This is an optimization exercise on Yosys and OpenROAD, whose aim is small area, a short achievable clock period and few clock cycles per item, not a production implementation. Where RTL was checked, it was by simulation tests only, not by an equivalence proof against the original. Power and IR drop assume default switching activity.

==> flow/design.v <==
module lpc_decoder(
			input wire ACLK,
			input wire ARESET_N,
			input wire[79:0] TDATA,
			input wire TVALID,
			output wire TREADY,
			input wire EN,
			input wire TUSER,
			input wire TLAST,
			output wire[15:0] OUT_DECODED,
			output wire OUT_VALID,
			input wire OUT_READY,
			output wire OUT_LAST,
			output wire OUT_USER
		);
	integer i, j;
	reg [7:0] rm, cm;
	always @(*) begin
		for (i = 0; i < 8; i = i + 1)
			rm[i] = ^TDATA[8*i +: 8] ^ TDATA[64+i];
		for (j = 0; j < 8; j = j + 1) begin
			cm[j] = TDATA[72+j];
			for (i = 0; i < 8; i = i + 1)
				cm[j] = cm[j] ^ TDATA[8*i+j];
		end
	end
	reg [7:0] y_rm, y_cm;
	always @(posedge ACLK) begin
		y_rm <= rm;
		y_cm <= cm;
	end
	reg [7:0] rh, ch;
	reg [2:0] rn, cn;
	always @(*) begin
		for (i = 0; i < 8; i = i + 1) begin
			rh[i] = y_rm[i] & ~|(y_rm >> (i+1));
			ch[i] = y_cm[i] & ~|(y_cm >> (i+1));
		end
		rn = {|rh[7:4], |{rh[7:6], rh[3:2]}, |{rh[7], rh[5], rh[3], rh[1]}};
		cn = {|ch[7:4], |{ch[7:6], ch[3:2]}, |{ch[7], ch[5], ch[3], ch[1]}};
	end
	reg        rdy;        
	reg [3:0]  kh;         
	reg [63:0] r_d;
	reg        r_user, r_last;
	reg        f_v;        
	reg [2:0]  f_row, f_col;    
	reg [15:0] o_d;
	reg        o_v, o_user, o_last;
	wire acc    = rdy;                         
	wire o_free = ~o_v | OUT_READY;
	wire r_busy = |kh;                         
	wire mv     = r_busy & o_free;             
	wire byp    = acc & o_free;                
	wire r_busy_n = acc | (mv ? |kh[2:0] : r_busy);
	wire [15:0] beat   = {16{acc}} & TDATA[15:0] | {16{kh[0]}} & r_d[15:0] |
	                     {16{kh[1]}} & r_d[31:16] | {16{kh[2]}} & r_d[47:32] |
	                     {16{kh[3]}} & r_d[63:48];
	wire [1:0]  k      = {kh[3] | kh[2], kh[3] | kh[1]};
	reg  [15:0] flip_y, flip_f, flip;
	always @(*) begin
		for (j = 0; j < 8; j = j + 1) begin
			flip_y[j]   = EN & rh[0] & ch[j];
			flip_y[8+j] = EN & rh[1] & ch[j];
			flip_f[j]   = f_v & (f_row == {k, 1'b0}) & (f_col == j);
			flip_f[8+j] = f_v & (f_row == {k, 1'b1}) & (f_col == j);
		end
		flip = acc ? flip_y : flip_f;
	end
	wire [15:0] beat_c = beat ^ flip;           
	always @(posedge ACLK or negedge ARESET_N) begin
		if (~ARESET_N) begin
			kh     <= 4'd0;
			o_v    <= 1'b0;
		end else begin
			if (acc)
				kh <= byp ? 4'b0010 : 4'b0001;
			else if (mv)
				kh <= {kh[2:0], 1'b0};
			if (byp | mv)
				o_v <= 1'b1;
			else if (OUT_READY)
				o_v <= 1'b0;
		end
	end
	always @(posedge ACLK)
		rdy <= TVALID & ~acc & ~r_busy_n;
	always @(posedge ACLK) begin
		if (acc) begin
			r_d    <= TDATA[63:0];
			r_user <= TUSER;
			r_last <= TLAST;
			f_v    <= EN & |y_rm & |y_cm;
			f_row  <= rn;
			f_col  <= cn;
		end
		if (byp | mv) begin
			o_d    <= {beat_c[7:0], beat_c[15:8]};
			o_user <= acc ? TUSER : kh[0] & r_user;
			o_last <= kh[3] & r_last;
		end
	end
	assign TREADY      = rdy;
	assign OUT_VALID   = o_v;
	assign OUT_DECODED = o_d;
	assign OUT_USER    = o_user;
	assign OUT_LAST    = o_last;
endmodule
clock: 5.0 ns
lec_check: 0
cap_margin: 20
core_margin: 2
core_utilization: 40
setup_slack_margin: 3.0
slew_margin: 20
standard.sh (not shown) runs the stock make flow with config.mk's settings and CLKGATE_MAP_FILE= SYNTH_SCRIPT=/design/flow/synth_recipe.tcl, a recipe that flattens the netlist after the stock synthesis.
==> flow/flow/run.sh <==
#!/bin/bash
# The standard layout (the standard.sh: ORFS synthesis to finish) with three
# changes: port buffers are buf_1 cells instead of the delay cells ORFS picks,
# clock tree synthesis adds no dummy loads, and it may use smaller clock buffers.
# Each make run writes its full output to a log file in this folder.
set -euo pipefail
here=$(pwd)
CTS="-sink_clustering_enable -repair_clock_nets -dont_use_dummy_load"
bash standard.sh \
  BUFFER_PORTS_ARGS="-buffer_cell sky130_fd_sc_hd__buf_1" \
  CTS_ARGS="$CTS" \
  finish > "$here/standard_make.log" 2>&1
Next try:
--- a/flow/design.v
+++ b/flow/design.v
@@ -38,27 +38,27 @@
 		end
 		rn = {|rh[7:4], |{rh[7:6], rh[3:2]}, |{rh[7], rh[5], rh[3], rh[1]}};
 		cn = {|ch[7:4], |{ch[7:6], ch[3:2]}, |{ch[7], ch[5], ch[3], ch[1]}};
 	end
 	reg        rdy;        
-	reg [3:0]  kh;         
+	reg        r_busy;     
+	reg [1:0]  k;          
 	reg [63:0] r_d;
 	reg        r_user, r_last;
 	reg        f_v;        
 	reg [2:0]  f_row, f_col;    
 	reg [15:0] o_d;
 	reg        o_v, o_user, o_last;
 	wire acc    = rdy;                         
 	wire o_free = ~o_v | OUT_READY;
-	wire r_busy = |kh;                         
 	wire mv     = r_busy & o_free;             
 	wire byp    = acc & o_free;                
-	wire r_busy_n = acc | (mv ? |kh[2:0] : r_busy);
+	wire r_busy_n = acc | (mv ? ~&k : r_busy);
+	wire [3:0] kh = {4{r_busy}} & {k == 2'd3, k == 2'd2, k == 2'd1, k == 2'd0};
 	wire [15:0] beat   = {16{acc}} & TDATA[15:0] | {16{kh[0]}} & r_d[15:0] |
 	                     {16{kh[1]}} & r_d[31:16] | {16{kh[2]}} & r_d[47:32] |
 	                     {16{kh[3]}} & r_d[63:48];
-	wire [1:0]  k      = {kh[3] | kh[2], kh[3] | kh[1]};
 	reg  [15:0] flip_y, flip_f, flip;
 	always @(*) begin
 		for (j = 0; j < 8; j = j + 1) begin
 			flip_y[j]   = EN & rh[0] & ch[j];
 			flip_y[8+j] = EN & rh[1] & ch[j];
@@ -68,17 +68,22 @@
 		flip = acc ? flip_y : flip_f;
 	end
 	wire [15:0] beat_c = beat ^ flip;           
 	always @(posedge ACLK or negedge ARESET_N) begin
 		if (~ARESET_N) begin
-			kh     <= 4'd0;
+			r_busy <= 1'b0;
+			k      <= 2'd0;
 			o_v    <= 1'b0;
 		end else begin
-			if (acc)
-				kh <= byp ? 4'b0010 : 4'b0001;
-			else if (mv)
-				kh <= {kh[2:0], 1'b0};
+			if (acc) begin
+				r_busy <= 1'b1;
+				k      <= {1'b0, byp};
+			end else if (mv) begin
+				k <= {k[1] ^ k[0], ~k[0]};
+				if (&k)
+					r_busy <= 1'b0;
+			end
 			if (byp | mv)
 				o_v <= 1'b1;
 			else if (OUT_READY)
 				o_v <= 1'b0;
 		end
The new run finished clean. Setup slack gets better by 0.068 ns. Maximum frequency came out higher by 3.5%. Die area came out lower by about 0.4%. Via count came out lower by 4.4%. Synthesized area came out lower by about 0.43%. Total power came out lower by 14%. Critical path depth stays the same. Register-to-register slack gets better by 0.08 ns.
Testbench counts after the change, summed over its fixed seeds: cycles 12,816, items 3,200.
Function not checked in the first run of this note: the RTL went through the layout flow alone.

* * *

## old
Another version of the RTL of lpc_decoder (not shown whole).
Size in the first run: roughly 420 cells after synthesis, ~110 flip-flops, about 110 I/O pins.
==> module lpc_decoder, before the edit <==
module lpc_decoder(
			input wire ACLK,
			input wire ARESET_N,
			input wire[79:0] TDATA,
			input wire TVALID,
			output wire TREADY,
			input wire EN,
			input wire TUSER,
			input wire TLAST,
			output wire[15:0] OUT_DECODED,
			output wire OUT_VALID,
			input wire OUT_READY,
			output wire OUT_LAST,
			output wire OUT_USER
		);
	integer i, j;
	reg [7:0] rm, cm;
	always @(*) begin
		for (i = 0; i < 8; i = i + 1)
			rm[i] = ^TDATA[8*i +: 8] ^ TDATA[64+i];
		for (j = 0; j < 8; j = j + 1) begin
			cm[j] = TDATA[72+j];
			for (i = 0; i < 8; i = i + 1)
				cm[j] = cm[j] ^ TDATA[8*i+j];
		end
	end
	reg [7:0] y_rm, y_cm;
	always @(posedge ACLK) begin
		y_rm <= rm;
		y_cm <= cm;
	end
	reg [7:0] rh, ch;
	reg [2:0] rn, cn;
	always @(*) begin
		for (i = 0; i < 8; i = i + 1) begin
			rh[i] = y_rm[i] & ~|(y_rm >> (i+1));
			ch[i] = y_cm[i] & ~|(y_cm >> (i+1));
		end
		rn = {|rh[7:4], |{rh[7:6], rh[3:2]}, |{rh[7], rh[5], rh[3], rh[1]}};
		cn = {|ch[7:4], |{ch[7:6], ch[3:2]}, |{ch[7], ch[5], ch[3], ch[1]}};
	end
	reg        rdy;        
	reg        r_busy;     
	reg [1:0]  k;          
	reg [63:0] r_d;
	reg        r_user, r_last;
	reg        f_v;        
	reg [2:0]  f_row, f_col;    
	reg [15:0] o_d;
	reg        o_v, o_user, o_last;
	wire acc    = rdy;                         
	wire o_free = ~o_v | OUT_READY;
	wire mv     = r_busy & o_free;             
	wire byp    = acc & o_free;                
	wire r_busy_n = acc | (mv ? ~&k : r_busy);
	wire [3:0] kh = {4{r_busy}} & {k == 2'd3, k == 2'd2, k == 2'd1, k == 2'd0};
	wire [15:0] beat   = {16{acc}} & TDATA[15:0] | {16{kh[0]}} & r_d[15:0] |
	                     {16{kh[1]}} & r_d[31:16] | {16{kh[2]}} & r_d[47:32] |
	                     {16{kh[3]}} & r_d[63:48];
	reg  [15:0] flip_y, flip_f, flip;
	always @(*) begin
		for (j = 0; j < 8; j = j + 1) begin
			flip_y[j]   = EN & rh[0] & ch[j];
			flip_y[8+j] = EN & rh[1] & ch[j];
			flip_f[j]   = f_v & (f_row == {k, 1'b0}) & (f_col == j);
			flip_f[8+j] = f_v & (f_row == {k, 1'b1}) & (f_col == j);
		end
		flip = acc ? flip_y : flip_f;
	end
	wire [15:0] beat_c = beat ^ flip;           
	always @(posedge ACLK or negedge ARESET_N) begin
		if (~ARESET_N) begin
			r_busy <= 1'b0;
			k      <= 2'd0;
			o_v    <= 1'b0;
		end else begin
			if (acc) begin
				r_busy <= 1'b1;
				k      <= {1'b0, byp};
			end else if (mv) begin
				k <= {k[1] ^ k[0], ~k[0]};
				if (&k)
					r_busy <= 1'b0;
			end
			if (byp | mv)
				o_v <= 1'b1;
			else if (OUT_READY)
				o_v <= 1'b0;
		end
	end
	always @(posedge ACLK)
		rdy <= TVALID & ~acc & ~r_busy_n;
	always @(posedge ACLK) begin
		if (~r_busy) begin
			r_d    <= TDATA[63:0];
			r_user <= TUSER;
			r_last <= TLAST;
			f_v    <= EN & |y_rm & |y_cm;
			f_row  <= rn;
			f_col  <= cn;
		end
		if (o_free) begin
			o_d    <= {beat_c[7:0], beat_c[15:8]};
			o_user <= acc ? TUSER : kh[0] & r_user;
			o_last <= kh[3] & r_last;
		end
	end
	assign TREADY      = rdy;
	assign OUT_VALID   = o_v;
	assign OUT_DECODED = o_d;
	assign OUT_USER    = o_user;
	assign OUT_LAST    = o_last;
endmodule
clock: 5.0 ns
lec_check: 0
cap_margin: 20
core_margin: 2
core_utilization: 45
setup_slack_margin: 3.0
slew_margin: 20
Scripts as last shown in full above: flow/flow/run.sh
Modified inputs, new compared to old
==> flow/design.v <==
module lpc_decoder(
			input wire ACLK,
			input wire ARESET_N,
			input wire[79:0] TDATA,
			input wire TVALID,
			output wire TREADY,
			input wire EN,
			input wire TUSER,
			input wire TLAST,
			output wire[15:0] OUT_DECODED,
			output wire OUT_VALID,
			input wire OUT_READY,
			output wire OUT_LAST,
			output wire OUT_USER
		);
	integer i, j;
	reg [7:0] rm, cm;
	always @(*) begin
		for (i = 0; i < 8; i = i + 1)
			rm[i] = ^TDATA[8*i +: 8] ^ TDATA[64+i];
		for (j = 0; j < 8; j = j + 1) begin
			cm[j] = TDATA[72+j];
			for (i = 0; i < 8; i = i + 1)
				cm[j] = cm[j] ^ TDATA[8*i+j];
		end
	end
	reg [7:0] y_rm, y_cm;
	reg [7:0] rh, ch;
	always @(*) begin
		for (i = 0; i < 8; i = i + 1) begin
			rh[i] = y_rm[i] & ~|(y_rm >> (i+1));
			ch[i] = y_cm[i] & ~|(y_cm >> (i+1));
		end
	end
	reg        rdy;        
	reg        r_busy;     
	reg [1:0]  k;          
	reg [63:0] r_d;
	reg        r_en, r_user, r_last;
	reg [15:0] o_d;
	reg        o_v, o_user, o_last;
	wire acc    = rdy;                         
	wire o_free = ~o_v | OUT_READY;
	wire mv     = r_busy & o_free;             
	wire byp    = acc & o_free;                
	wire r_busy_n = acc | (mv ? ~&k : r_busy);
	wire [3:0] kh = {4{r_busy}} & {k == 2'd3, k == 2'd2, k == 2'd1, k == 2'd0};
	wire [15:0] beat   = {16{acc}} & TDATA[15:0] | {16{kh[0]}} & r_d[15:0] |
	                     {16{kh[1]}} & r_d[31:16] | {16{kh[2]}} & r_d[47:32] |
	                     {16{kh[3]}} & r_d[63:48];
	wire [1:0]  rh_k   = {2{kh[0]}} & rh[1:0] | {2{kh[1]}} & rh[3:2] |
	                     {2{kh[2]}} & rh[5:4] | {2{kh[3]}} & rh[7:6];
	wire [1:0]  sel    = {2{acc & EN}} & rh[1:0] | {2{r_en}} & rh_k;
	wire [15:0] flip   = {{8{sel[1]}} & ch, {8{sel[0]}} & ch};
	wire [15:0] beat_c = beat ^ flip;           
	always @(posedge ACLK or negedge ARESET_N) begin
		if (~ARESET_N) begin
			r_busy <= 1'b0;
			k      <= 2'd0;
			o_v    <= 1'b0;
		end else begin
			if (acc) begin
				r_busy <= 1'b1;
				k      <= {1'b0, byp};
			end else if (mv) begin
				k <= {k[1] ^ k[0], ~k[0]};
				if (&k)
					r_busy <= 1'b0;
			end
			if (byp | mv)
				o_v <= 1'b1;
			else if (OUT_READY)
				o_v <= 1'b0;
		end
	end
	always @(posedge ACLK)
		rdy <= TVALID & ~acc & ~r_busy_n;
	always @(posedge ACLK) begin
		if (~r_busy_n) begin
			y_rm <= rm;
			y_cm <= cm;
		end
		if (acc) begin
			r_d    <= TDATA[63:0];
			r_en   <= EN;
			r_user <= TUSER;
			r_last <= TLAST;
		end
		if (byp | mv) begin
			o_d    <= {beat_c[7:0], beat_c[15:8]};
			o_user <= acc ? TUSER : kh[0] & r_user;
			o_last <= kh[3] & r_last;
		end
	end
	assign TREADY      = rdy;
	assign OUT_VALID   = o_v;
	assign OUT_DECODED = o_d;
	assign OUT_USER    = o_user;
	assign OUT_LAST    = o_last;
endmodule
Notes after the runs:
NOTE: detail-routed via count per cell in new falls short of that of old
primary input to flop as the classification of the worst setup path was reported by old, and flop to flop by new.
Comparing old and new, the lower final critical-path setup slack was measured on new.
new: post-placement cell area is about 1.1% lower than what old reported.
In new relative to old, static power due to leakage had gone up by a few percent.
new: total number of sequential cells is 5.4% lower than what old reported.
Function was not checked in any run of this note: the RTL went through the layout flow alone.

==> afterwards: timing with drivers on the ports <==
In the flow no input, the clock included, has a driving cell. The finished layouts below were timed again as built, in two steps. Step 1 assumes that a clkbuf_16 drives the clock port and a buf_2 every other input. Step 2, shift: input delay + t, output delay - t, t = (earliest + latest rising clock arrival at the registers) / 2. This alone moves slack from input paths to output paths. Three values: no drivers, after step 1, after step 2; two values: the first two.
run | t, ns | setup slack, ns | worst hold slack (ns) | worst data-port slew with drivers (ns) | cell pins on the clock port's net
the first run of note 1 | 0.437 | 3.022 / 2.981 / 2.726 | 0.444 / 0.427 / 0.532 | 0.04 | 1
the second run of note 1 | 0.367 | 3.090 / 3.052 / 2.836 | 0.485 / 0.470 / 0.582 | 0.03 | 1
old | 0.368 | 3.067 / 3.068 / 2.711 | 0.492 / 0.476 / 0.562 | 0.04 | 1
new | 0.374 | 2.908 / 2.908 / 2.664 | 0.506 / 0.490 / 0.576 | 0.04 | 1
After both steps setup and hold are still met in every run listed. The setup slack of old, which loses most, moves by +0.001 ns with the drivers and by -0.356 ns with both steps.
